What follows belongs to an exercise in optimizing a design on an open flow for small area; a production flow would make more cautious choices.
Where RTL was checked, it was by simulation tests only, not by an equivalence proof against the original.
Function not checked in run 2: the RTL went through the layout flow alone.
The flow treats the clock pin as an ideal source, which a real chip does not have.

==> flow/design.v, too long to show whole: its modules and the start of the top module <==
// module rvdffe_nr: 12 lines
// module rvdffs: 15 lines
// module mul_fa: 4 lines
// module mul_bx: 3 lines
// module mul_bs: 3 lines
// module mul_ha: 4 lines
// module mul33: 4611 lines
// module mul_hsel: 3 lines
// module exu_mul_ctl: 30 lines
// module swerv_mul: 25 lines
module swerv_mul
  (
   input  logic        clk,
   input  logic        rst_l,        
   input  logic        valid,        
   input  logic        rs1_sign,     
   input  logic        rs2_sign,     
   input  logic        low,          
   input  logic [31:0] a,
   input  logic [31:0] b,
   input  logic        freeze,       
   output logic [31:0] out
   );
  // ...
==> flow/flow/run.sh <==
#!/bin/bash
# Standard ORFS layout with three changes: the port buffers are the smallest
# buffer cell, CTS uses clkbuf_8 and no dummy loads, and after CTS the
# resizer's power recovery downsizes cells that have setup slack to spare.
set -euo pipefail
here=$(pwd)
bash standard.sh \
  "BUFFER_PORTS_ARGS=-buffer_cell sky130_fd_sc_hd__buf_1" \
  "CTS_ARGS=-sink_clustering_enable -repair_clock_nets -buf_list sky130_fd_sc_hd__clkbuf_8 -dont_use_dummy_load" \
  "POST_CTS_TCL=$here/flow/post_cts.tcl" \
  finish > standard_flow.log 2>&1
==> flow/flow/post_cts.tcl <==
# Downsize cells on paths with setup slack to spare, then re-legalize.
estimate_parasitics -placement
repair_timing -recover_power 100 -setup_margin 0.1 -verbose
detailed_placement
check_placement -verbose
==> flow/standard.sh <==
#!/bin/bash
# synth_recipe.tcl (not shown) runs the flow's synth.tcl, then flattens the netlist and writes it again
# the make line also repeats each setting of config.mk as NAME=value (left out here)
make -C /OpenROAD-flow-scripts/flow DESIGN_CONFIG=/design/flow/config.mk WORK_HOME=/design/flow/orfs CLKGATE_MAP_FILE= SYNTH_SCRIPT=/design/flow/synth_recipe.tcl "${@:-finish}"
==> flow/config.mk <==
export PLATFORM = sky130hd
export DESIGN_NAME = swerv_mul
export DESIGN_NICKNAME = swerv_mul
export VERILOG_FILES = /design/flow/design.v
export SDC_FILE = /design/flow/constraint.sdc
export NUM_CORES = 4
export LEC_CHECK = 0
export CAP_MARGIN = 20
export CORE_MARGIN = 2
export CORE_UTILIZATION = 70
export PLACE_DENSITY = 0.85
export SLEW_MARGIN = 20
export SYNTH_HIERARCHICAL = 1
export SYNTH_MINIMUM_KEEP_SIZE = 0
==> flow/constraint.sdc <==
create_clock -name core_clock -period 8.0 [get_ports {clk}]
set_input_delay 1.6000 -clock core_clock [delete_from_list [all_inputs] [get_ports {clk}]]
set_output_delay 1.6000 -clock core_clock [all_outputs]
set_load 0.01 [all_outputs]
==> impl_metrics.tcl, run 1 <==
set metrics [dict create \
    use_met3_pct 21.5 \
    wl_met1_um 31200 \
    synth_area_leaders "fa_1 37%, xnor2_1 20%, edfxtp_1 15%" \
    wl_um 93300 \
    finish.utilization_pct 78.8 \
    hold_viol_final 0 \
    grt_pass1_wl_um 140000 \
    tightest_slew_ps 1190 \
    buffers 243 \
    min_from "mul_e1.res_e2_ff.dout[23]$_DFFE_PP_" \
    ys_ff_latch 133 \
    cp_top_family "adder cells" \
    clkTransAtPathRegs_ps 90 \
    clkLatencyLatePin_ps 520 \
    cp.arrival_ps 8050 \
    use_met1_pct 61.6 \
    setup_tns_ps 0 \
    synth_edf_count 131 \
    reg_top3 "mul_e1.op_e1_ff.dout: 67 flops, mul_e1.res_e2_ff.dout: 32 flops, mul_e1.res_e3_ff.dout: 32 flops" \
    seq_cells 133 \
    path_buf_inv 2 \
    synthMuxAreaShare_pct 1.94 \
    place_area_mm2 0.0287 \
    synth-xor-area-share_pct 20.3 \
    die_height_um 198 \
    seq_area_mm2 0.00398 \
    largest_class "multi-input combinational cells" \
    r2r_slack_ps 230 \
    cp-endpoint "mul_e1.res_e2_ff.dout[31]$_DFFE_PP_" \
    final_nets 3206 \
    critical_path.cell_chain "buf_4, nor2_1, a21oi_2, buf_4, o22ai_1, fa_1, fa_1, fa_1, fa_1, fa_1, fa_1, ha_1, nand2_1, o21ai_0, a21oi_1, o221ai_1, or2b_1, a21oi_4, o2111ai_2, nand3_1, o211ai_1, xnor2_1, mux2_1" \
    status "finished clean" \
    drive_above_1_share_pct 9.90 \
    drt-initial-drc-count 3463 \
    dp_hpwl_um 73600 \
    final_common_cell "xnor2_1" \
    ios 103 \
]
==> inputs of run 2 (changes only) <==
--- a/flow/design.v
+++ b/flow/design.v
@@ -30,16 +30,20 @@
    assign c = (x & y) | (x & z) | (y & z);
 endmodule
 module mul_bx (input logic a, input logic neg, output logic zn);
    assign zn = ~(a ^ neg);
 endmodule
 module mul_bs (input logic onen, input logic z0n, input logic twon, input logic z1n, output logic pp);
    assign pp = ~((onen | z0n) & (twon | z1n));
 endmodule
+module mul_fa1 (input logic x, input logic y, output logic s, output logic c);
+   assign s = ~(x ^ y);
+   assign c = x | y;
+endmodule
 module mul_ha (input logic x, input logic y, output logic s, output logic c);
    assign s = x ^ y;
    assign c = x & y;
 endmodule
 module mul33
   (
    input  logic [32:0] A,
    input  logic [32:0] B,
@@ -1956,32 +1960,16 @@
    wire G1246;
    wire Pp1247;
    wire G1248;
    wire Pp1249;
    wire G1250;
    wire Pp1251;
    wire G1252;
    wire Pp1253;
-   wire G1254;
-   wire Pp1255;
-   wire G1256;
-   wire Pp1257;
-   wire G1258;
-   wire Pp1259;
-   wire G1260;
-   wire Pp1261;
-   wire G1262;
-   wire Pp1263;
-   wire G1264;
-   wire Pp1265;
-   wire G1266;
-   wire Pp1267;
-   wire G1268;
-   wire Pp1269;
    assign one0 = B[0] ^ 1'b0;
    assign two0 = (B[1] & ~B[0] & ~1'b0) | (~B[1] & B[0] & 1'b0);
    assign neg0 = B[1] & ~(B[0] & 1'b0);
    assign onen0 = ~one0;
    assign twon0 = ~two0;
    wire zn0_1;
    mul_bx bx0_1 (.a(A[0]), .neg(neg0), .zn(zn0_1));
    wire zn0_2;
@@ -4314,345 +4302,325 @@
    wire [64:0] rc;
    assign rc[0] = 1'b0;
    mul_fa rfa0 (.x(fx[0]), .y(fy[0]), .z(rc[0]), .s(P[0]), .c(rc[1]));
    mul_ha rha1 (.x(fx[1]), .y(rc[1]), .s(P[1]), .c(rc[2]));
    mul_ha rha2 (.x(fx[2]), .y(rc[2]), .s(P[2]), .c(rc[3]));
    mul_ha rha3 (.x(fx[3]), .y(rc[3]), .s(P[3]), .c(rc[4]));
    mul_fa rfa4 (.x(fx[4]), .y(fy[4]), .z(rc[4]), .s(P[4]), .c(rc[5]));
    mul_fa rfa5 (.x(fx[5]), .y(fy[5]), .z(rc[5]), .s(P[5]), .c(rc[6]));
+   mul_fa rfa6 (.x(fx[6]), .y(fy[6]), .z(rc[6]), .s(P[6]), .c(rc[7]));
+   mul_fa rfa7 (.x(fx[7]), .y(fy[7]), .z(rc[7]), .s(P[7]), .c(rc[8]));
+   mul_fa rfa8 (.x(fx[8]), .y(fy[8]), .z(rc[8]), .s(P[8]), .c(rc[9]));
+   mul_fa rfa9 (.x(fx[9]), .y(fy[9]), .z(rc[9]), .s(P[9]), .c(rc[10]));
    wire [63:0] pg = fx & fy;
    wire [63:0] pp = fx ^ fy;
-   assign G1058 = pg[7] | (pp[7] & pg[6]);
-   assign Pp1059 = pp[7] & pp[6];
-   assign G1060 = pg[9] | (pp[9] & pg[8]);
-   assign Pp1061 = pp[9] & pp[8];
-   assign G1062 = pg[11] | (pp[11] & pg[10]);
-   assign Pp1063 = pp[11] & pp[10];
-   assign G1064 = pg[13] | (pp[13] & pg[12]);
-   assign Pp1065 = pp[13] & pp[12];
-   assign G1066 = pg[15] | (pp[15] & pg[14]);
-   assign Pp1067 = pp[15] & pp[14];
-   assign G1068 = pg[17] | (pp[17] & pg[16]);
-   assign Pp1069 = pp[17] & pp[16];
-   assign G1070 = pg[19] | (pp[19] & pg[18]);
-   assign Pp1071 = pp[19] & pp[18];
-   assign G1072 = pg[21] | (pp[21] & pg[20]);
-   assign Pp1073 = pp[21] & pp[20];
-   assign G1074 = pg[23] | (pp[23] & pg[22]);
-   assign Pp1075 = pp[23] & pp[22];
-   assign G1076 = pg[25] | (pp[25] & pg[24]);
-   assign Pp1077 = pp[25] & pp[24];
-   assign G1078 = pg[27] | (pp[27] & pg[26]);
-   assign Pp1079 = pp[27] & pp[26];
-   assign G1080 = pg[29] | (pp[29] & pg[28]);
-   assign Pp1081 = pp[29] & pp[28];
-   assign G1082 = pg[31] | (pp[31] & pg[30]);
-   assign Pp1083 = pp[31] & pp[30];
-   assign G1084 = pg[33] | (pp[33] & pg[32]);
-   assign Pp1085 = pp[33] & pp[32];
-   assign G1086 = pg[35] | (pp[35] & pg[34]);
-   assign Pp1087 = pp[35] & pp[34];
-   assign G1088 = pg[37] | (pp[37] & pg[36]);
-   assign Pp1089 = pp[37] & pp[36];
-   assign G1090 = pg[39] | (pp[39] & pg[38]);
-   assign Pp1091 = pp[39] & pp[38];
-   assign G1092 = pg[41] | (pp[41] & pg[40]);
-   assign Pp1093 = pp[41] & pp[40];
-   assign G1094 = pg[43] | (pp[43] & pg[42]);
-   assign Pp1095 = pp[43] & pp[42];
-   assign G1096 = pg[45] | (pp[45] & pg[44]);
-   assign Pp1097 = pp[45] & pp[44];
-   assign G1098 = pg[47] | (pp[47] & pg[46]);
-   assign Pp1099 = pp[47] & pp[46];
-   assign G1100 = pg[49] | (pp[49] & pg[48]);
-   assign Pp1101 = pp[49] & pp[48];
-   assign G1102 = pg[51] | (pp[51] & pg[50]);
-   assign Pp1103 = pp[51] & pp[50];
-   assign G1104 = pg[53] | (pp[53] & pg[52]);
-   assign Pp1105 = pp[53] & pp[52];
-   assign G1106 = pg[55] | (pp[55] & pg[54]);
-   assign Pp1107 = pp[55] & pp[54];
-   assign G1108 = pg[57] | (pp[57] & pg[56]);
-   assign Pp1109 = pp[57] & pp[56];
-   assign G1110 = pg[59] | (pp[59] & pg[58]);
-   assign Pp1111 = pp[59] & pp[58];
-   assign G1112 = pg[61] | (pp[61] & pg[60]);
-   assign Pp1113 = pp[61] & pp[60];
-   assign G1114 = pg[63] | (pp[63] & pg[62]);
-   assign Pp1115 = pp[63] & pp[62];
-   assign G1116 = G1060 | (Pp1061 & G1058);
-   assign Pp1117 = Pp1061 & Pp1059;
-   assign G1118 = G1064 | (Pp1065 & G1062);
-   assign Pp1119 = Pp1065 & Pp1063;
-   assign G1120 = G1068 | (Pp1069 & G1066);
-   assign Pp1121 = Pp1069 & Pp1067;
-   assign G1122 = G1072 | (Pp1073 & G1070);
-   assign Pp1123 = Pp1073 & Pp1071;
-   assign G1124 = G1076 | (Pp1077 & G1074);
-   assign Pp1125 = Pp1077 & Pp1075;
-   assign G1126 = G1080 | (Pp1081 & G1078);
-   assign Pp1127 = Pp1081 & Pp1079;
-   assign G1128 = G1084 | (Pp1085 & G1082);
-   assign Pp1129 = Pp1085 & Pp1083;
-   assign G1130 = G1088 | (Pp1089 & G1086);
-   assign Pp1131 = Pp1089 & Pp1087;
-   assign G1132 = G1092 | (Pp1093 & G1090);
-   assign Pp1133 = Pp1093 & Pp1091;
-   assign G1134 = G1096 | (Pp1097 & G1094);
-   assign Pp1135 = Pp1097 & Pp1095;
-   assign G1136 = G1100 | (Pp1101 & G1098);
-   assign Pp1137 = Pp1101 & Pp1099;
-   assign G1138 = G1104 | (Pp1105 & G1102);
-   assign Pp1139 = Pp1105 & Pp1103;
-   assign G1140 = G1108 | (Pp1109 & G1106);
-   assign Pp1141 = Pp1109 & Pp1107;
-   assign G1142 = G1112 | (Pp1113 & G1110);
-   assign Pp1143 = Pp1113 & Pp1111;
-   assign G1144 = G1118 | (Pp1119 & G1116);
-   assign Pp1145 = Pp1119 & Pp1117;
-   assign G1146 = G1122 | (Pp1123 & G1120);
-   assign Pp1147 = Pp1123 & Pp1121;
-   assign G1148 = G1126 | (Pp1127 & G1124);
-   assign Pp1149 = Pp1127 & Pp1125;
-   assign G1150 = G1130 | (Pp1131 & G1128);
-   assign Pp1151 = Pp1131 & Pp1129;
-   assign G1152 = G1134 | (Pp1135 & G1132);
-   assign Pp1153 = Pp1135 & Pp1133;
-   assign G1154 = G1138 | (Pp1139 & G1136);
-   assign Pp1155 = Pp1139 & Pp1137;
-   assign G1156 = G1142 | (Pp1143 & G1140);
-   assign Pp1157 = Pp1143 & Pp1141;
-   assign G1158 = G1146 | (Pp1147 & G1144);
-   assign Pp1159 = Pp1147 & Pp1145;
-   assign G1160 = G1150 | (Pp1151 & G1148);
-   assign Pp1161 = Pp1151 & Pp1149;
-   assign G1162 = G1154 | (Pp1155 & G1152);
-   assign Pp1163 = Pp1155 & Pp1153;
-   assign G1164 = G1160 | (Pp1161 & G1158);
-   assign Pp1165 = Pp1161 & Pp1159;
-   assign G1166 = G1162 | (Pp1163 & G1164);
-   assign Pp1167 = Pp1163 & Pp1165;
-   assign G1168 = G1148 | (Pp1149 & G1158);
-   assign Pp1169 = Pp1149 & Pp1159;
-   assign G1170 = G1152 | (Pp1153 & G1164);
-   assign Pp1171 = Pp1153 & Pp1165;
-   assign G1172 = G1156 | (Pp1157 & G1166);
-   assign Pp1173 = Pp1157 & Pp1167;
-   assign G1174 = G1120 | (Pp1121 & G1144);
-   assign Pp1175 = Pp1121 & Pp1145;
-   assign G1176 = G1124 | (Pp1125 & G1158);
-   assign Pp1177 = Pp1125 & Pp1159;
-   assign G1178 = G1128 | (Pp1129 & G1168);
-   assign Pp1179 = Pp1129 & Pp1169;
-   assign G1180 = G1132 | (Pp1133 & G1164);
-   assign Pp1181 = Pp1133 & Pp1165;
-   assign G1182 = G1136 | (Pp1137 & G1170);
-   assign Pp1183 = Pp1137 & Pp1171;
-   assign G1184 = G1140 | (Pp1141 & G1166);
-   assign Pp1185 = Pp1141 & Pp1167;
-   assign G1186 = G1062 | (Pp1063 & G1116);
-   assign Pp1187 = Pp1063 & Pp1117;
-   assign G1188 = G1066 | (Pp1067 & G1144);
-   assign Pp1189 = Pp1067 & Pp1145;
-   assign G1190 = G1070 | (Pp1071 & G1174);
-   assign Pp1191 = Pp1071 & Pp1175;
-   assign G1192 = G1074 | (Pp1075 & G1158);
-   assign Pp1193 = Pp1075 & Pp1159;
-   assign G1194 = G1078 | (Pp1079 & G1176);
-   assign Pp1195 = Pp1079 & Pp1177;
-   assign G1196 = G1082 | (Pp1083 & G1168);
-   assign Pp1197 = Pp1083 & Pp1169;
-   assign G1198 = G1086 | (Pp1087 & G1178);
-   assign Pp1199 = Pp1087 & Pp1179;
-   assign G1200 = G1090 | (Pp1091 & G1164);
-   assign Pp1201 = Pp1091 & Pp1165;
-   assign G1202 = G1094 | (Pp1095 & G1180);
-   assign Pp1203 = Pp1095 & Pp1181;
-   assign G1204 = G1098 | (Pp1099 & G1170);
-   assign Pp1205 = Pp1099 & Pp1171;
-   assign G1206 = G1102 | (Pp1103 & G1182);
-   assign Pp1207 = Pp1103 & Pp1183;
-   assign G1208 = G1106 | (Pp1107 & G1166);
-   assign Pp1209 = Pp1107 & Pp1167;
-   assign G1210 = G1110 | (Pp1111 & G1184);
-   assign Pp1211 = Pp1111 & Pp1185;
-   assign G1212 = G1114 | (Pp1115 & G1172);
-   assign Pp1213 = Pp1115 & Pp1173;
-   assign G1214 = pg[8] | (pp[8] & G1058);
-   assign Pp1215 = pp[8] & Pp1059;
-   assign G1216 = pg[10] | (pp[10] & G1116);
-   assign Pp1217 = pp[10] & Pp1117;
-   assign G1218 = pg[12] | (pp[12] & G1186);
-   assign Pp1219 = pp[12] & Pp1187;
-   assign G1220 = pg[14] | (pp[14] & G1144);
-   assign Pp1221 = pp[14] & Pp1145;
-   assign G1222 = pg[16] | (pp[16] & G1188);
-   assign Pp1223 = pp[16] & Pp1189;
-   assign G1224 = pg[18] | (pp[18] & G1174);
-   assign Pp1225 = pp[18] & Pp1175;
-   assign G1226 = pg[20] | (pp[20] & G1190);
-   assign Pp1227 = pp[20] & Pp1191;
-   assign G1228 = pg[22] | (pp[22] & G1158);
-   assign Pp1229 = pp[22] & Pp1159;
-   assign G1230 = pg[24] | (pp[24] & G1192);
-   assign Pp1231 = pp[24] & Pp1193;
-   assign G1232 = pg[26] | (pp[26] & G1176);
-   assign Pp1233 = pp[26] & Pp1177;
-   assign G1234 = pg[28] | (pp[28] & G1194);
-   assign Pp1235 = pp[28] & Pp1195;
-   assign G1236 = pg[30] | (pp[30] & G1168);
-   assign Pp1237 = pp[30] & Pp1169;
-   assign G1238 = pg[32] | (pp[32] & G1196);
-   assign Pp1239 = pp[32] & Pp1197;
-   assign G1240 = pg[34] | (pp[34] & G1178);
-   assign Pp1241 = pp[34] & Pp1179;
-   assign G1242 = pg[36] | (pp[36] & G1198);
-   assign Pp1243 = pp[36] & Pp1199;
-   assign G1244 = pg[38] | (pp[38] & G1164);
-   assign Pp1245 = pp[38] & Pp1165;
-   assign G1246 = pg[40] | (pp[40] & G1200);
-   assign Pp1247 = pp[40] & Pp1201;
-   assign G1248 = pg[42] | (pp[42] & G1180);
-   assign Pp1249 = pp[42] & Pp1181;
-   assign G1250 = pg[44] | (pp[44] & G1202);
-   assign Pp1251 = pp[44] & Pp1203;
-   assign G1252 = pg[46] | (pp[46] & G1170);
-   assign Pp1253 = pp[46] & Pp1171;
-   assign G1254 = pg[48] | (pp[48] & G1204);
-   assign Pp1255 = pp[48] & Pp1205;
-   assign G1256 = pg[50] | (pp[50] & G1182);
-   assign Pp1257 = pp[50] & Pp1183;
-   assign G1258 = pg[52] | (pp[52] & G1206);
-   assign Pp1259 = pp[52] & Pp1207;
-   assign G1260 = pg[54] | (pp[54] & G1166);
-   assign Pp1261 = pp[54] & Pp1167;
-   assign G1262 = pg[56] | (pp[56] & G1208);
-   assign Pp1263 = pp[56] & Pp1209;
-   assign G1264 = pg[58] | (pp[58] & G1184);
-   assign Pp1265 = pp[58] & Pp1185;
-   assign G1266 = pg[60] | (pp[60] & G1210);
-   assign Pp1267 = pp[60] & Pp1211;
-   assign G1268 = pg[62] | (pp[62] & G1172);
-   assign Pp1269 = pp[62] & Pp1173;
-   assign rc[7] = pg[6] | (pp[6] & rc[6]);
-   assign P[6] = pp[6] ^ rc[6];
-   assign rc[8] = G1058 | (Pp1059 & rc[6]);
-   assign P[7] = pp[7] ^ rc[7];
-   assign rc[9] = G1214 | (Pp1215 & rc[6]);
-   assign P[8] = pp[8] ^ rc[8];
-   assign rc[10] = G1116 | (Pp1117 & rc[6]);
-   assign P[9] = pp[9] ^ rc[9];
-   assign rc[11] = G1216 | (Pp1217 & rc[6]);
+   assign G1058 = pg[11] | (pp[11] & pg[10]);
+   assign Pp1059 = pp[11] & pp[10];
+   assign G1060 = pg[13] | (pp[13] & pg[12]);
+   assign Pp1061 = pp[13] & pp[12];
+   assign G1062 = pg[15] | (pp[15] & pg[14]);
+   assign Pp1063 = pp[15] & pp[14];
+   assign G1064 = pg[17] | (pp[17] & pg[16]);
+   assign Pp1065 = pp[17] & pp[16];
+   assign G1066 = pg[19] | (pp[19] & pg[18]);
+   assign Pp1067 = pp[19] & pp[18];
+   assign G1068 = pg[21] | (pp[21] & pg[20]);
+   assign Pp1069 = pp[21] & pp[20];
+   assign G1070 = pg[23] | (pp[23] & pg[22]);
+   assign Pp1071 = pp[23] & pp[22];
+   assign G1072 = pg[25] | (pp[25] & pg[24]);
+   assign Pp1073 = pp[25] & pp[24];
+   assign G1074 = pg[27] | (pp[27] & pg[26]);
+   assign Pp1075 = pp[27] & pp[26];
+   assign G1076 = pg[29] | (pp[29] & pg[28]);
+   assign Pp1077 = pp[29] & pp[28];
+   assign G1078 = pg[31] | (pp[31] & pg[30]);
+   assign Pp1079 = pp[31] & pp[30];
+   assign G1080 = pg[33] | (pp[33] & pg[32]);
+   assign Pp1081 = pp[33] & pp[32];
+   assign G1082 = pg[35] | (pp[35] & pg[34]);
+   assign Pp1083 = pp[35] & pp[34];
+   assign G1084 = pg[37] | (pp[37] & pg[36]);
+   assign Pp1085 = pp[37] & pp[36];
+   assign G1086 = pg[39] | (pp[39] & pg[38]);
+   assign Pp1087 = pp[39] & pp[38];
+   assign G1088 = pg[41] | (pp[41] & pg[40]);
+   assign Pp1089 = pp[41] & pp[40];
+   assign G1090 = pg[43] | (pp[43] & pg[42]);
+   assign Pp1091 = pp[43] & pp[42];
+   assign G1092 = pg[45] | (pp[45] & pg[44]);
+   assign Pp1093 = pp[45] & pp[44];
+   assign G1094 = pg[47] | (pp[47] & pg[46]);
+   assign Pp1095 = pp[47] & pp[46];
+   assign G1096 = pg[49] | (pp[49] & pg[48]);
+   assign Pp1097 = pp[49] & pp[48];
+   assign G1098 = pg[51] | (pp[51] & pg[50]);
+   assign Pp1099 = pp[51] & pp[50];
+   assign G1100 = pg[53] | (pp[53] & pg[52]);
+   assign Pp1101 = pp[53] & pp[52];
+   assign G1102 = pg[55] | (pp[55] & pg[54]);
+   assign Pp1103 = pp[55] & pp[54];
+   assign G1104 = pg[57] | (pp[57] & pg[56]);
+   assign Pp1105 = pp[57] & pp[56];
+   assign G1106 = pg[59] | (pp[59] & pg[58]);
+   assign Pp1107 = pp[59] & pp[58];
+   assign G1108 = pg[61] | (pp[61] & pg[60]);
+   assign Pp1109 = pp[61] & pp[60];
+   assign G1110 = pg[63] | (pp[63] & pg[62]);
+   assign Pp1111 = pp[63] & pp[62];
+   assign G1112 = G1060 | (Pp1061 & G1058);
+   assign Pp1113 = Pp1061 & Pp1059;
+   assign G1114 = G1064 | (Pp1065 & G1062);
+   assign Pp1115 = Pp1065 & Pp1063;
+   assign G1116 = G1068 | (Pp1069 & G1066);
+   assign Pp1117 = Pp1069 & Pp1067;
+   assign G1118 = G1072 | (Pp1073 & G1070);
+   assign Pp1119 = Pp1073 & Pp1071;
+   assign G1120 = G1076 | (Pp1077 & G1074);
+   assign Pp1121 = Pp1077 & Pp1075;
+   assign G1122 = G1080 | (Pp1081 & G1078);
+   assign Pp1123 = Pp1081 & Pp1079;
+   assign G1124 = G1084 | (Pp1085 & G1082);
+   assign Pp1125 = Pp1085 & Pp1083;
+   assign G1126 = G1088 | (Pp1089 & G1086);
+   assign Pp1127 = Pp1089 & Pp1087;
+   assign G1128 = G1092 | (Pp1093 & G1090);
+   assign Pp1129 = Pp1093 & Pp1091;
+   assign G1130 = G1096 | (Pp1097 & G1094);
+   assign Pp1131 = Pp1097 & Pp1095;
+   assign G1132 = G1100 | (Pp1101 & G1098);
+   assign Pp1133 = Pp1101 & Pp1099;
+   assign G1134 = G1104 | (Pp1105 & G1102);
+   assign Pp1135 = Pp1105 & Pp1103;
+   assign G1136 = G1108 | (Pp1109 & G1106);
+   assign Pp1137 = Pp1109 & Pp1107;
+   assign G1138 = G1114 | (Pp1115 & G1112);
+   assign Pp1139 = Pp1115 & Pp1113;
+   assign G1140 = G1118 | (Pp1119 & G1116);
+   assign Pp1141 = Pp1119 & Pp1117;
+   assign G1142 = G1122 | (Pp1123 & G1120);
+   assign Pp1143 = Pp1123 & Pp1121;
+   assign G1144 = G1126 | (Pp1127 & G1124);
+   assign Pp1145 = Pp1127 & Pp1125;
+   assign G1146 = G1130 | (Pp1131 & G1128);
+   assign Pp1147 = Pp1131 & Pp1129;
+   assign G1148 = G1134 | (Pp1135 & G1132);
+   assign Pp1149 = Pp1135 & Pp1133;
+   assign G1150 = G1140 | (Pp1141 & G1138);
+   assign Pp1151 = Pp1141 & Pp1139;
+   assign G1152 = G1144 | (Pp1145 & G1142);
+   assign Pp1153 = Pp1145 & Pp1143;
+   assign G1154 = G1148 | (Pp1149 & G1146);
+   assign Pp1155 = Pp1149 & Pp1147;
+   assign G1156 = G1152 | (Pp1153 & G1150);
+   assign Pp1157 = Pp1153 & Pp1151;
+   assign G1158 = G1154 | (Pp1155 & G1156);
+   assign Pp1159 = Pp1155 & Pp1157;
+   assign G1160 = G1142 | (Pp1143 & G1150);
+   assign Pp1161 = Pp1143 & Pp1151;
+   assign G1162 = G1146 | (Pp1147 & G1156);
+   assign Pp1163 = Pp1147 & Pp1157;
+   assign G1164 = G1116 | (Pp1117 & G1138);
+   assign Pp1165 = Pp1117 & Pp1139;
+   assign G1166 = G1120 | (Pp1121 & G1150);
+   assign Pp1167 = Pp1121 & Pp1151;
+   assign G1168 = G1124 | (Pp1125 & G1160);
+   assign Pp1169 = Pp1125 & Pp1161;
+   assign G1170 = G1128 | (Pp1129 & G1156);
+   assign Pp1171 = Pp1129 & Pp1157;
+   assign G1172 = G1132 | (Pp1133 & G1162);
+   assign Pp1173 = Pp1133 & Pp1163;
+   assign G1174 = G1136 | (Pp1137 & G1158);
+   assign Pp1175 = Pp1137 & Pp1159;
+   assign G1176 = G1062 | (Pp1063 & G1112);
+   assign Pp1177 = Pp1063 & Pp1113;
+   assign G1178 = G1066 | (Pp1067 & G1138);
+   assign Pp1179 = Pp1067 & Pp1139;
+   assign G1180 = G1070 | (Pp1071 & G1164);
+   assign Pp1181 = Pp1071 & Pp1165;
+   assign G1182 = G1074 | (Pp1075 & G1150);
+   assign Pp1183 = Pp1075 & Pp1151;
+   assign G1184 = G1078 | (Pp1079 & G1166);
+   assign Pp1185 = Pp1079 & Pp1167;
+   assign G1186 = G1082 | (Pp1083 & G1160);
+   assign Pp1187 = Pp1083 & Pp1161;
+   assign G1188 = G1086 | (Pp1087 & G1168);
+   assign Pp1189 = Pp1087 & Pp1169;
+   assign G1190 = G1090 | (Pp1091 & G1156);
+   assign Pp1191 = Pp1091 & Pp1157;
+   assign G1192 = G1094 | (Pp1095 & G1170);
+   assign Pp1193 = Pp1095 & Pp1171;
+   assign G1194 = G1098 | (Pp1099 & G1162);
+   assign Pp1195 = Pp1099 & Pp1163;
+   assign G1196 = G1102 | (Pp1103 & G1172);
+   assign Pp1197 = Pp1103 & Pp1173;
+   assign G1198 = G1106 | (Pp1107 & G1158);
+   assign Pp1199 = Pp1107 & Pp1159;
+   assign G1200 = G1110 | (Pp1111 & G1174);
+   assign Pp1201 = Pp1111 & Pp1175;
+   assign G1202 = pg[12] | (pp[12] & G1058);
+   assign Pp1203 = pp[12] & Pp1059;
+   assign G1204 = pg[14] | (pp[14] & G1112);
+   assign Pp1205 = pp[14] & Pp1113;
+   assign G1206 = pg[16] | (pp[16] & G1176);
+   assign Pp1207 = pp[16] & Pp1177;
+   assign G1208 = pg[18] | (pp[18] & G1138);
+   assign Pp1209 = pp[18] & Pp1139;
+   assign G1210 = pg[20] | (pp[20] & G1178);
+   assign Pp1211 = pp[20] & Pp1179;
+   assign G1212 = pg[22] | (pp[22] & G1164);
+   assign Pp1213 = pp[22] & Pp1165;
+   assign G1214 = pg[24] | (pp[24] & G1180);
+   assign Pp1215 = pp[24] & Pp1181;
+   assign G1216 = pg[26] | (pp[26] & G1150);
+   assign Pp1217 = pp[26] & Pp1151;
+   assign G1218 = pg[28] | (pp[28] & G1182);
+   assign Pp1219 = pp[28] & Pp1183;
+   assign G1220 = pg[30] | (pp[30] & G1166);
+   assign Pp1221 = pp[30] & Pp1167;
+   assign G1222 = pg[32] | (pp[32] & G1184);
+   assign Pp1223 = pp[32] & Pp1185;
+   assign G1224 = pg[34] | (pp[34] & G1160);
+   assign Pp1225 = pp[34] & Pp1161;
+   assign G1226 = pg[36] | (pp[36] & G1186);
+   assign Pp1227 = pp[36] & Pp1187;
+   assign G1228 = pg[38] | (pp[38] & G1168);
+   assign Pp1229 = pp[38] & Pp1169;
+   assign G1230 = pg[40] | (pp[40] & G1188);
+   assign Pp1231 = pp[40] & Pp1189;
+   assign G1232 = pg[42] | (pp[42] & G1156);
+   assign Pp1233 = pp[42] & Pp1157;
+   assign G1234 = pg[44] | (pp[44] & G1190);
+   assign Pp1235 = pp[44] & Pp1191;
+   assign G1236 = pg[46] | (pp[46] & G1170);
+   assign Pp1237 = pp[46] & Pp1171;
+   assign G1238 = pg[48] | (pp[48] & G1192);
+   assign Pp1239 = pp[48] & Pp1193;
+   assign G1240 = pg[50] | (pp[50] & G1162);
+   assign Pp1241 = pp[50] & Pp1163;
+   assign G1242 = pg[52] | (pp[52] & G1194);
+   assign Pp1243 = pp[52] & Pp1195;
+   assign G1244 = pg[54] | (pp[54] & G1172);
+   assign Pp1245 = pp[54] & Pp1173;
+   assign G1246 = pg[56] | (pp[56] & G1196);
+   assign Pp1247 = pp[56] & Pp1197;
+   assign G1248 = pg[58] | (pp[58] & G1158);
+   assign Pp1249 = pp[58] & Pp1159;
+   assign G1250 = pg[60] | (pp[60] & G1198);
+   assign Pp1251 = pp[60] & Pp1199;
+   assign G1252 = pg[62] | (pp[62] & G1174);
+   assign Pp1253 = pp[62] & Pp1175;
+   assign rc[11] = pg[10] | (pp[10] & rc[10]);
    assign P[10] = pp[10] ^ rc[10];
-   assign rc[12] = G1186 | (Pp1187 & rc[6]);
+   assign rc[12] = G1058 | (Pp1059 & rc[10]);
    assign P[11] = pp[11] ^ rc[11];
-   assign rc[13] = G1218 | (Pp1219 & rc[6]);
+   assign rc[13] = G1202 | (Pp1203 & rc[10]);
    assign P[12] = pp[12] ^ rc[12];
-   assign rc[14] = G1144 | (Pp1145 & rc[6]);
+   assign rc[14] = G1112 | (Pp1113 & rc[10]);
    assign P[13] = pp[13] ^ rc[13];
-   assign rc[15] = G1220 | (Pp1221 & rc[6]);
+   assign rc[15] = G1204 | (Pp1205 & rc[10]);
    assign P[14] = pp[14] ^ rc[14];
-   assign rc[16] = G1188 | (Pp1189 & rc[6]);
+   assign rc[16] = G1176 | (Pp1177 & rc[10]);
    assign P[15] = pp[15] ^ rc[15];
-   assign rc[17] = G1222 | (Pp1223 & rc[6]);
+   assign rc[17] = G1206 | (Pp1207 & rc[10]);
    assign P[16] = pp[16] ^ rc[16];
-   assign rc[18] = G1174 | (Pp1175 & rc[6]);
+   assign rc[18] = G1138 | (Pp1139 & rc[10]);
    assign P[17] = pp[17] ^ rc[17];
-   assign rc[19] = G1224 | (Pp1225 & rc[6]);
+   assign rc[19] = G1208 | (Pp1209 & rc[10]);
    assign P[18] = pp[18] ^ rc[18];
-   assign rc[20] = G1190 | (Pp1191 & rc[6]);
+   assign rc[20] = G1178 | (Pp1179 & rc[10]);
    assign P[19] = pp[19] ^ rc[19];
-   assign rc[21] = G1226 | (Pp1227 & rc[6]);
+   assign rc[21] = G1210 | (Pp1211 & rc[10]);
    assign P[20] = pp[20] ^ rc[20];
-   assign rc[22] = G1158 | (Pp1159 & rc[6]);
+   assign rc[22] = G1164 | (Pp1165 & rc[10]);
    assign P[21] = pp[21] ^ rc[21];
-   assign rc[23] = G1228 | (Pp1229 & rc[6]);
+   assign rc[23] = G1212 | (Pp1213 & rc[10]);
    assign P[22] = pp[22] ^ rc[22];
-   assign rc[24] = G1192 | (Pp1193 & rc[6]);
+   assign rc[24] = G1180 | (Pp1181 & rc[10]);
    assign P[23] = pp[23] ^ rc[23];
-   assign rc[25] = G1230 | (Pp1231 & rc[6]);
+   assign rc[25] = G1214 | (Pp1215 & rc[10]);
    assign P[24] = pp[24] ^ rc[24];
-   assign rc[26] = G1176 | (Pp1177 & rc[6]);
+   assign rc[26] = G1150 | (Pp1151 & rc[10]);
    assign P[25] = pp[25] ^ rc[25];
-   assign rc[27] = G1232 | (Pp1233 & rc[6]);
+   assign rc[27] = G1216 | (Pp1217 & rc[10]);
    assign P[26] = pp[26] ^ rc[26];
-   assign rc[28] = G1194 | (Pp1195 & rc[6]);
+   assign rc[28] = G1182 | (Pp1183 & rc[10]);
    assign P[27] = pp[27] ^ rc[27];
-   assign rc[29] = G1234 | (Pp1235 & rc[6]);
+   assign rc[29] = G1218 | (Pp1219 & rc[10]);
    assign P[28] = pp[28] ^ rc[28];
-   assign rc[30] = G1168 | (Pp1169 & rc[6]);
+   assign rc[30] = G1166 | (Pp1167 & rc[10]);
    assign P[29] = pp[29] ^ rc[29];
-   assign rc[31] = G1236 | (Pp1237 & rc[6]);
+   assign rc[31] = G1220 | (Pp1221 & rc[10]);
    assign P[30] = pp[30] ^ rc[30];
-   assign rc[32] = G1196 | (Pp1197 & rc[6]);
+   assign rc[32] = G1184 | (Pp1185 & rc[10]);
    assign P[31] = pp[31] ^ rc[31];
-   assign rc[33] = G1238 | (Pp1239 & rc[6]);
+   assign rc[33] = G1222 | (Pp1223 & rc[10]);
    assign P[32] = pp[32] ^ rc[32];
-   assign rc[34] = G1178 | (Pp1179 & rc[6]);
+   assign rc[34] = G1160 | (Pp1161 & rc[10]);
    assign P[33] = pp[33] ^ rc[33];
-   assign rc[35] = G1240 | (Pp1241 & rc[6]);
+   assign rc[35] = G1224 | (Pp1225 & rc[10]);
    assign P[34] = pp[34] ^ rc[34];
-   assign rc[36] = G1198 | (Pp1199 & rc[6]);
+   assign rc[36] = G1186 | (Pp1187 & rc[10]);
    assign P[35] = pp[35] ^ rc[35];
-   assign rc[37] = G1242 | (Pp1243 & rc[6]);
+   assign rc[37] = G1226 | (Pp1227 & rc[10]);
    assign P[36] = pp[36] ^ rc[36];
-   assign rc[38] = G1164 | (Pp1165 & rc[6]);
+   assign rc[38] = G1168 | (Pp1169 & rc[10]);
    assign P[37] = pp[37] ^ rc[37];
-   assign rc[39] = G1244 | (Pp1245 & rc[6]);
+   assign rc[39] = G1228 | (Pp1229 & rc[10]);
    assign P[38] = pp[38] ^ rc[38];
-   assign rc[40] = G1200 | (Pp1201 & rc[6]);
+   assign rc[40] = G1188 | (Pp1189 & rc[10]);
    assign P[39] = pp[39] ^ rc[39];
-   assign rc[41] = G1246 | (Pp1247 & rc[6]);
+   assign rc[41] = G1230 | (Pp1231 & rc[10]);
    assign P[40] = pp[40] ^ rc[40];
-   assign rc[42] = G1180 | (Pp1181 & rc[6]);
+   assign rc[42] = G1156 | (Pp1157 & rc[10]);
    assign P[41] = pp[41] ^ rc[41];
-   assign rc[43] = G1248 | (Pp1249 & rc[6]);
+   assign rc[43] = G1232 | (Pp1233 & rc[10]);
    assign P[42] = pp[42] ^ rc[42];
-   assign rc[44] = G1202 | (Pp1203 & rc[6]);
+   assign rc[44] = G1190 | (Pp1191 & rc[10]);
    assign P[43] = pp[43] ^ rc[43];
-   assign rc[45] = G1250 | (Pp1251 & rc[6]);
+   assign rc[45] = G1234 | (Pp1235 & rc[10]);
    assign P[44] = pp[44] ^ rc[44];
-   assign rc[46] = G1170 | (Pp1171 & rc[6]);
+   assign rc[46] = G1170 | (Pp1171 & rc[10]);
    assign P[45] = pp[45] ^ rc[45];
-   assign rc[47] = G1252 | (Pp1253 & rc[6]);
+   assign rc[47] = G1236 | (Pp1237 & rc[10]);
    assign P[46] = pp[46] ^ rc[46];
-   assign rc[48] = G1204 | (Pp1205 & rc[6]);
+   assign rc[48] = G1192 | (Pp1193 & rc[10]);
    assign P[47] = pp[47] ^ rc[47];
-   assign rc[49] = G1254 | (Pp1255 & rc[6]);
+   assign rc[49] = G1238 | (Pp1239 & rc[10]);
    assign P[48] = pp[48] ^ rc[48];
-   assign rc[50] = G1182 | (Pp1183 & rc[6]);
+   assign rc[50] = G1162 | (Pp1163 & rc[10]);
    assign P[49] = pp[49] ^ rc[49];
-   assign rc[51] = G1256 | (Pp1257 & rc[6]);
+   assign rc[51] = G1240 | (Pp1241 & rc[10]);
    assign P[50] = pp[50] ^ rc[50];
-   assign rc[52] = G1206 | (Pp1207 & rc[6]);
+   assign rc[52] = G1194 | (Pp1195 & rc[10]);
    assign P[51] = pp[51] ^ rc[51];
-   assign rc[53] = G1258 | (Pp1259 & rc[6]);
+   assign rc[53] = G1242 | (Pp1243 & rc[10]);
    assign P[52] = pp[52] ^ rc[52];
-   assign rc[54] = G1166 | (Pp1167 & rc[6]);
+   assign rc[54] = G1172 | (Pp1173 & rc[10]);
    assign P[53] = pp[53] ^ rc[53];
-   assign rc[55] = G1260 | (Pp1261 & rc[6]);
+   assign rc[55] = G1244 | (Pp1245 & rc[10]);
    assign P[54] = pp[54] ^ rc[54];
-   assign rc[56] = G1208 | (Pp1209 & rc[6]);
+   assign rc[56] = G1196 | (Pp1197 & rc[10]);
    assign P[55] = pp[55] ^ rc[55];
-   assign rc[57] = G1262 | (Pp1263 & rc[6]);
+   assign rc[57] = G1246 | (Pp1247 & rc[10]);
    assign P[56] = pp[56] ^ rc[56];
-   assign rc[58] = G1184 | (Pp1185 & rc[6]);
+   assign rc[58] = G1158 | (Pp1159 & rc[10]);
    assign P[57] = pp[57] ^ rc[57];
-   assign rc[59] = G1264 | (Pp1265 & rc[6]);
+   assign rc[59] = G1248 | (Pp1249 & rc[10]);
    assign P[58] = pp[58] ^ rc[58];
-   assign rc[60] = G1210 | (Pp1211 & rc[6]);
+   assign rc[60] = G1198 | (Pp1199 & rc[10]);
    assign P[59] = pp[59] ^ rc[59];
-   assign rc[61] = G1266 | (Pp1267 & rc[6]);
+   assign rc[61] = G1250 | (Pp1251 & rc[10]);
    assign P[60] = pp[60] ^ rc[60];
-   assign rc[62] = G1172 | (Pp1173 & rc[6]);
+   assign rc[62] = G1174 | (Pp1175 & rc[10]);
    assign P[61] = pp[61] ^ rc[61];
-   assign rc[63] = G1268 | (Pp1269 & rc[6]);
+   assign rc[63] = G1252 | (Pp1253 & rc[10]);
    assign P[62] = pp[62] ^ rc[62];
-   assign rc[64] = G1212 | (Pp1213 & rc[6]);
+   assign rc[64] = G1200 | (Pp1201 & rc[10]);
    assign P[63] = pp[63] ^ rc[63];
 endmodule
 module mul_hsel (input logic low, input logic lo, input logic hi, output logic y);
    assign y = low ? lo : hi;
 endmodule
 module exu_mul_ctl
   (
    input  logic        clk,
--- a/flow/config.mk
+++ b/flow/config.mk
@@ -4,11 +4,12 @@
 export VERILOG_FILES = /design/flow/design.v
 export SDC_FILE = /design/flow/constraint.sdc
 export NUM_CORES = 4
 export LEC_CHECK = 0
 export CAP_MARGIN = 20
 export CORE_MARGIN = 2
 export CORE_UTILIZATION = 70
 export PLACE_DENSITY = 0.85
+export SETUP_SLACK_MARGIN = 0.05
 export SLEW_MARGIN = 20
 export SYNTH_HIERARCHICAL = 1
 export SYNTH_MINIMUM_KEEP_SIZE = 0
==> run 2 against run 1 <==
Compared with the run above: clock-buffer cell count did not move; critical path depth is 1 lower; synthesized area about the same; setup slack improved by 12 ps; utilization decreased by 1.7 points; first-iteration DRC count shrank 7.9%; register-to-register slack barely moved; largest cell class unchanged; via count rose by 0.57%.
==> impl_metrics.tcl, run 2 <==
set metrics [dict create \
    timing.rr.start "mul_e1.op_e1_ff.dout[16]$_DFFE_PP_" \
    finalSetupViolCount 0 \
    slew_violations 0 \
    tritoncts "done" \
    via_per_inst 7.55 \
    grt_setup_unrepaired "no" \
    ys_async_sr_fraction_pct 1.50 \
    ys_ff_latch 133 \
    place.gp.congestion 1.13 \
    tightest_slew_ps 1210 \
    slew_headroom_pct 19.1 \
    hold_viol_final 0 \
    synth_top_area_share_pct 37.3 \
    worstReg2RegEnd "mul_e1.res_e2_ff.dout[12]$_DFFE_PP_" \
    mostFrequentLayoutCells "584 x xnor2_1, 527 x o22ai_1, 483 x fa_1, 131 x edfxtp_1, 121 x buf_4" \
    setup_tns_ps 0 \
    synth_most_common_cell "xnor2_1" \
    routedWlPerCell_um 32.8 \
    critical_path.cell_chain "ha_1, nand2b_1, inv_1, buf_12, xnor2_1, o22ai_1, fa_1, fa_1, fa_1, fa_1, fa_1, fa_1, ha_1, nand2_1, nor2_1, nand2_1, nor2_1, o211ai_2, nand2b_1, a31oi_1, xnor2_1, mux2_1" \
    cpMaxStageDelayCell "fa_1" \
    crit_type "flop to flop" \
    clkTransAtPathRegs_ps 110 \
    crit_required_ps 8300 \
    fin_skew_ps 44.8 \
    synth_edf_count 131 \
    synthTopCellsByCount "590 x xnor2_1, 529 x o22ai_1, 490 x fa_1, 131 x edfxtp_1, 117 x ha_1" \
    final_common_cell "xnor2_1" \
    ios 103 \
    hold_path.class "flop to flop" \
    fp.dieW_um 198 \
    clkLatencyLatePin_ps 560 \
    rows 71 \
    final_nets 3204 \
    yosys_warnings 9 \
    die_area_mm2 0.0391 \
    grtUsageTotal_pct 51.5 \
    synth_cell_types 47 \
    antenna_found_initial 6 \
    drc 0 \
    port_buffers 102 \
    clock_sinks 133 \
    grt_pass1_wl_um 144000 \
    coreArea_mm2 0.0373 \
    max_cap_viol_count 0 \
    grt_max_degree 68 \
    clock.fmax_mhz 129 \
    r2r_slack_ps 240 \
    firstDrtPassIters 6 \
    largest_register_ffs 67 \
    endpoint_kind "flop" \
    ant_nets 0 \
    syn_inst 2261 \
    r2r_cells 22 \
    post-route-min-period_ps 7760 \
    min_period_over_period_pct 97.0 \
    cp-start-kind "flop" \
    drt-initial-drc-count 3188 \
    synth_ff_type "edfxtp_1" \
    cp.arrival_ps 8070 \
    synth_area_leaders "fa_1 37%, xnor2_1 20%, edfxtp_1 15%" \
    crit_path_max_incr_delay_ps 560 \
    crit_top_cell "fa_1" \
    regMostFlops "mul_e1.op_e1_ff.dout" \
    drive_above_1_share_pct 9.23 \
    min_to "mul_e1.res_e3_ff.dout[22]$_DFFE_PP_" \
    worst-path-max-fanout 34 \
    dp_hpwl_um 77300 \
    wl_um 98400 \
    yosysSeqAreaShare_pct 15.1 \
    grt-ovfl-total 0 \
    synth_top_cell_by_area "fa_1" \
    finish.utilization_pct 77.1 \
    syn_avg_cell_area_um2 11.6 \
    min_from "mul_e1.res_e2_ff.dout[22]$_DFFE_PP_" \
    reg_top3 "mul_e1.op_e1_ff.dout: 67 flops, mul_e1.res_e2_ff.dout: 32 flops, mul_e1.res_e3_ff.dout: 32 flops" \
    area_delta_synth_final_pct 9.40 \
    hold_ws_ps 418 \
    via_count 22700 \
    die_height_um 198 \
    grt_pass1_vias 23200 \
    min_path_cells 0 \
    syn_area_mm2 0.0263 \
    status "finished clean" \
    initial_core_util_pct 70.5 \
]
[run 2: metrics by stage]
stage	cells	cell area [um2]	setup slack, ps
after floorplan	2274	26400	-101
after global placement	2973	28500	580
after detailed placement	2973	28500	317
after global routing	2998	28800	51.1
final	3000	28800	238
[run 2: critical path, delay by kind of cell, from the launching register on]
family | cells | cell delay (ps)
xor gates and xnor gates | 2 | 610
buffers and inverters | 2 | 460
adders and majority gates | 8 | 3640
AOI/OAI and AO/OA | 3 | 490
muxes | 1 | 450
and+or+nand+nor | 6 | 1290
DFF | 1 | 530
[run 2: logic make-up (layout without fill, tap and decap cells)]
group	Yosys count	count (layout)	synth area share (%)
fa+ha+maj	607	607	42.9
compound gates	662	662	15.9
simple gates	170	170	3.27
xor+xnor	605	605	20.1
buf+inv	48	298	0.685
flops	133	133	15.1
other cells	2	17	0.0286
mux	34	34	1.94
[run 2: per-module statistics from Yosys, one instance, submodules excluded, a selection]
module / flops+latches / copies in the design
mul33: 0 / 1
exu_mul_ctl: 0 / 1
mul_fa: 0 / 489
mul_hsel: 0 / 32
mul_ha: 0 / 48
mul_bx: 0 / 560
mul_bs: 0 / 528
[run 2: layout make-up]
class | instances | area (um2)
diodes | 2 | 5.00
clock buffers | 17 | 234
fillers | 2363 | 8530
inverters | 45 | 180
multi-input cells | 2093 | 22300
flip-flops and latches | 133 | 3980
well taps | 474 | 593
repair buffers | 236 | 1480
[run 2: routing by layer]
| layer | vias up | share of wire, % | GRT usage, % |
|---|---|---|---|
| li1 | 8889 | - | - |
| met1 | 11100 | 34 | 63.7 |
| met2 | 2161 | 42 | 75.0 |
| met3 | 537 | 17 | 23.4 |
| met4 | 8 | 7.1 | 29.5 |
| met5 | - | 0.050 | 0 |
[run 2: worst max-delay path by stage]
stage                                                endpoint  slack, ps  depth (start not counted)                                from
after floorplan            mul_e1.res_e2_ff.dout[1]$_DFFE_PP_       -100                         24   mul_e1.op_e1_ff.dout[1]$_DFFE_PP_
after detailed placement  mul_e1.res_e2_ff.dout[13]$_DFFE_PP_        320                         22  mul_e1.op_e1_ff.dout[21]$_DFFE_PP_
final                     mul_e1.res_e2_ff.dout[12]$_DFFE_PP_        240                         22  mul_e1.op_e1_ff.dout[16]$_DFFE_PP_
after global placement    mul_e1.res_e2_ff.dout[13]$_DFFE_PP_        580                         22  mul_e1.op_e1_ff.dout[21]$_DFFE_PP_
after global routing      mul_e1.res_e2_ff.dout[31]$_DFFE_PP_         50                         23  mul_e1.op_e1_ff.dout[21]$_DFFE_PP_
==> inputs of run 3 (changes only) <==
--- a/flow/design.v
+++ b/flow/design.v
@@ -37,6 +37,2 @@
 endmodule
-module mul_fa1 (input logic x, input logic y, output logic s, output logic c);
-   assign s = ~(x ^ y);
-   assign c = x | y;
-endmodule
 module mul_ha (input logic x, input logic y, output logic s, output logic c);
==> run 3 against run 2 <==
Compared with the run above: critical path type unchanged; critical path depth unchanged; still clean; first-iteration DRC count unchanged; clock-buffer cell count unchanged; clock skew unchanged.
==> impl_metrics.tcl, run 3 <==
set metrics [dict create \
    status "finished clean" \
    cp-start-kind "flop" \
    mostFrequentLayoutCells "584 x xnor2_1, 527 x o22ai_1, 483 x fa_1, 131 x edfxtp_1, 121 x buf_4" \
    post-route-min-period_ps 7760 \
    die_area_mm2 0.0391 \
    reg_top3 "mul_e1.op_e1_ff.dout: 67 flops, mul_e1.res_e2_ff.dout: 32 flops, mul_e1.res_e3_ff.dout: 32 flops" \
    ys_async_sr_fraction_pct 1.50 \
    grt-ovfl-total 0 \
    synth_top_area_share_pct 37.3 \
    clkTransAtPathRegs_ps 110 \
    grt_max_degree 68 \
    tritoncts "done" \
    fin_skew_ps 44.8 \
    synthTopCellsByCount "590 x xnor2_1, 529 x o22ai_1, 490 x fa_1, 131 x edfxtp_1, 117 x ha_1" \
    crit_type "flop to flop" \
    grt_pass1_vias 23200 \
    final_common_cell "xnor2_1" \
    worst-path-max-fanout 34 \
    hold_viol_final 0 \
    yosysSeqAreaShare_pct 15.1 \
    synth_ff_type "edfxtp_1" \
    syn_inst 2261 \
    area_delta_synth_final_pct 9.40 \
    synth_top_cell_by_area "fa_1" \
    syn_avg_cell_area_um2 11.6 \
    grtUsageTotal_pct 51.5 \
    cp.arrival_ps 8070 \
    crit_path_max_incr_delay_ps 560 \
    min_period_over_period_pct 97.0 \
    yosys_warnings 9 \
    wl_um 98400 \
    drc 0 \
    dp_hpwl_um 77300 \
    path_buf_inv 2 \
    critical_path.cell_chain "ha_1, nand2b_1, inv_1, buf_12, xnor2_1, o22ai_1, fa_1, fa_1, fa_1, fa_1, fa_1, fa_1, ha_1, nand2_1, nor2_1, nand2_1, nor2_1, o211ai_2, nand2b_1, a31oi_1, xnor2_1, mux2_1" \
    ios 103 \
    clock_sinks 133 \
    slew_headroom_pct 19.1 \
    max_cap_viol_count 0 \
    port_buffers 102 \
    place.gp.congestion 1.13 \
    routedWlPerCell_um 32.8 \
    fp.dieW_um 198 \
    endpoint_kind "flop" \
    ys_ff_latch 133 \
    slew_violations 0 \
    hold_path.class "flop to flop" \
    final_nets 3204 \
    finish.utilization_pct 77.1 \
    synth_most_common_cell "xnor2_1" \
    drt-initial-drc-count 3188 \
    grt_setup_unrepaired "no" \
    cp_top_family "adder cells" \
    regMostFlops "mul_e1.op_e1_ff.dout" \
    via_count 22700 \
    antenna_found_initial 6 \
    rows 71 \
    grt_pass1_wl_um 144000 \
    clock.fmax_mhz 129 \
    synth_area_leaders "fa_1 37%, xnor2_1 20%, edfxtp_1 15%" \
    finalSetupViolCount 0 \
    crit_top_cell "fa_1" \
    synth_cell_types 47 \
    firstDrtPassIters 6 \
    synth_edf_count 131 \
    crit_required_ps 8300 \
    clkLatencyLatePin_ps 560 \
    tightest_slew_ps 1210 \
    die_height_um 198 \
    largest_register_ffs 67 \
    cpMaxStageDelayCell "fa_1" \
    coreArea_mm2 0.0373 \
    initial_core_util_pct 70.5 \
    drive_above_1_share_pct 9.23 \
    via_per_inst 7.55 \
    syn_area_mm2 0.0263 \
    ant_nets 0 \
]
[run 3: cell counts in the layout (fill, tap and decap cells not counted)]
Identical to the previous run, type by type.
[run 3: area by class of cell]
cell class	count	area (um2)
Clock buffer	17	234
Sequential cell	133	3980
Tap cell	474	593
Multi-Input combinational cell	2093	22300
Inverter	45	180
Timing Repair Buffer	236	1480
Antenna cell	2	5.00
Fill cell	2363	8530
[run 3: path summary, 6_finish.rpt]
| path | start | end | slack [ps] | cells past startpoint |
|---|---|---|---|---|
| setup / recovery | mul_e1.op_e1_ff.dout[16]$_DFFE_PP_ | mul_e1.res_e2_ff.dout[12]$_DFFE_PP_ | 240 | 22 |
| hold / removal | mul_e1.res_e2_ff.dout[22]$_DFFE_PP_ | mul_e1.res_e3_ff.dout[22]$_DFFE_PP_ | 420 | 0 |
| setup reg to reg | mul_e1.op_e1_ff.dout[16]$_DFFE_PP_ | mul_e1.res_e2_ff.dout[12]$_DFFE_PP_ | 240 | 22 |
| hold reg to reg | mul_e1.res_e2_ff.dout[22]$_DFFE_PP_ | mul_e1.res_e3_ff.dout[22]$_DFFE_PP_ | 420 | 0 |
| max in group asynchronous | rst_l | mul_e1.valid_e2_ff.dout$_DFFE_PN0P_ | 7020 | 1 |
| min in group asynchronous | rst_l | mul_e1.valid_e1_ff.dout$_DFFE_PN0P_ | 820 | 1 |
[run 3: cell families after synthesis]
| kind of cell | Yosys count | share of synthesized area, % |
|---|---|---|
| AOI/OAI and AO/OA | 662 | 15.9 |
| adders and majority gates | 607 | 42.9 |
| xor gates and xnor gates | 605 | 20.1 |
| and+or+nand+nor | 170 | 3.27 |
| DFF | 133 | 15.1 |
| buffers and inverters | 48 | 0.685 |
| muxes | 34 | 1.94 |
| other | 2 | 0.0286 |
[run 3: worst reg2reg max path, cell delays in order (launching register included)]
cell and delay (ps):
edfxtp_1 530, ha_1 250, nand2b_1 290, inv_1 170, buf_12 290, xnor2_1 220, o22ai_1 170, fa_1 530
fa_1 520, fa_1 440, fa_1 430, fa_1 510, fa_1 560, ha_1 400, nand2_1 80, nor2_1 250
nand2_1 160, nor2_1 300, o211ai_2 160, nand2b_1 220, a31oi_1 170, xnor2_1 400, mux2_1 450
[run 3: through the flow]
step / worst slack [ps] / area (um2) / instances / hold slack (ps) / setup TNS, ps
after global routing: 51.1 / 28800 / 2998 / 415 / 0
after detailed placement: 317 / 28500 / 2973 / 405 / 0
final: 238 / 28800 / 3000 / 418 / 0
after global placement: 580 / 28500 / 2973 / 401 / 0
after floorplan: -101 / 26400 / 2274 / 400 / -431
[run 3: routing by layer]
layer / part of all wire, % / global-route usage [%] / up-vias
met2: 42 / 75.0 / 2161
met1: 34 / 63.7 / 11100
met5: 0.050 / 0 / -
met3: 17 / 23.4 / 537
met4: 7.1 / 29.5 / 8
li1: - / - / 8889
[run 3: Yosys stat by module (local to each module, per instance), a selection]
module	cells inside	cell area [um2]
mul_bx	1	8.76
mul_hsel	1	15.0
mul_fa	1	20.0
mul_bs	1	6.26
exu_mul_ctl	6	35.0
mul33	463	3180
mul_ha	1	12.5

static timing again, ports no longer ideal:
Ports are ideal in the flow. The routed layouts listed here were re-timed in OpenROAD. Step 1 assumes that a clkbuf_16 drives the clock port and a buf_2 every other input. Step 2 also shifts input and output timing later by t, the mid clock arrival at the registers, as if the neighbouring blocks saw the same clock. Slacks: ideal ports / drivers / drivers and shift; pairs: ideal ports / drivers.
| run | t, ns | setup WS [ns] | worst hold slack (ns) | worst setup path at the end | worst register clock-pin slew, ns |
|---|---|---|---|---|---|
| run 1 | 0.549 | 0.225 / 0.225 / 0.225 | 0.391 / 0.391 / 0.391 | register to register | 0.10 / 0.10 |
| run 2 | 0.587 | 0.238 / 0.238 / 0.238 | 0.418 / 0.418 / 0.418 | register to register | 0.11 / 0.11 |
| run 3 | 0.587 | 0.238 / 0.238 / 0.238 | 0.418 / 0.418 / 0.418 | register to register | 0.11 / 0.11 |
After both steps setup and hold are still met in every run listed.
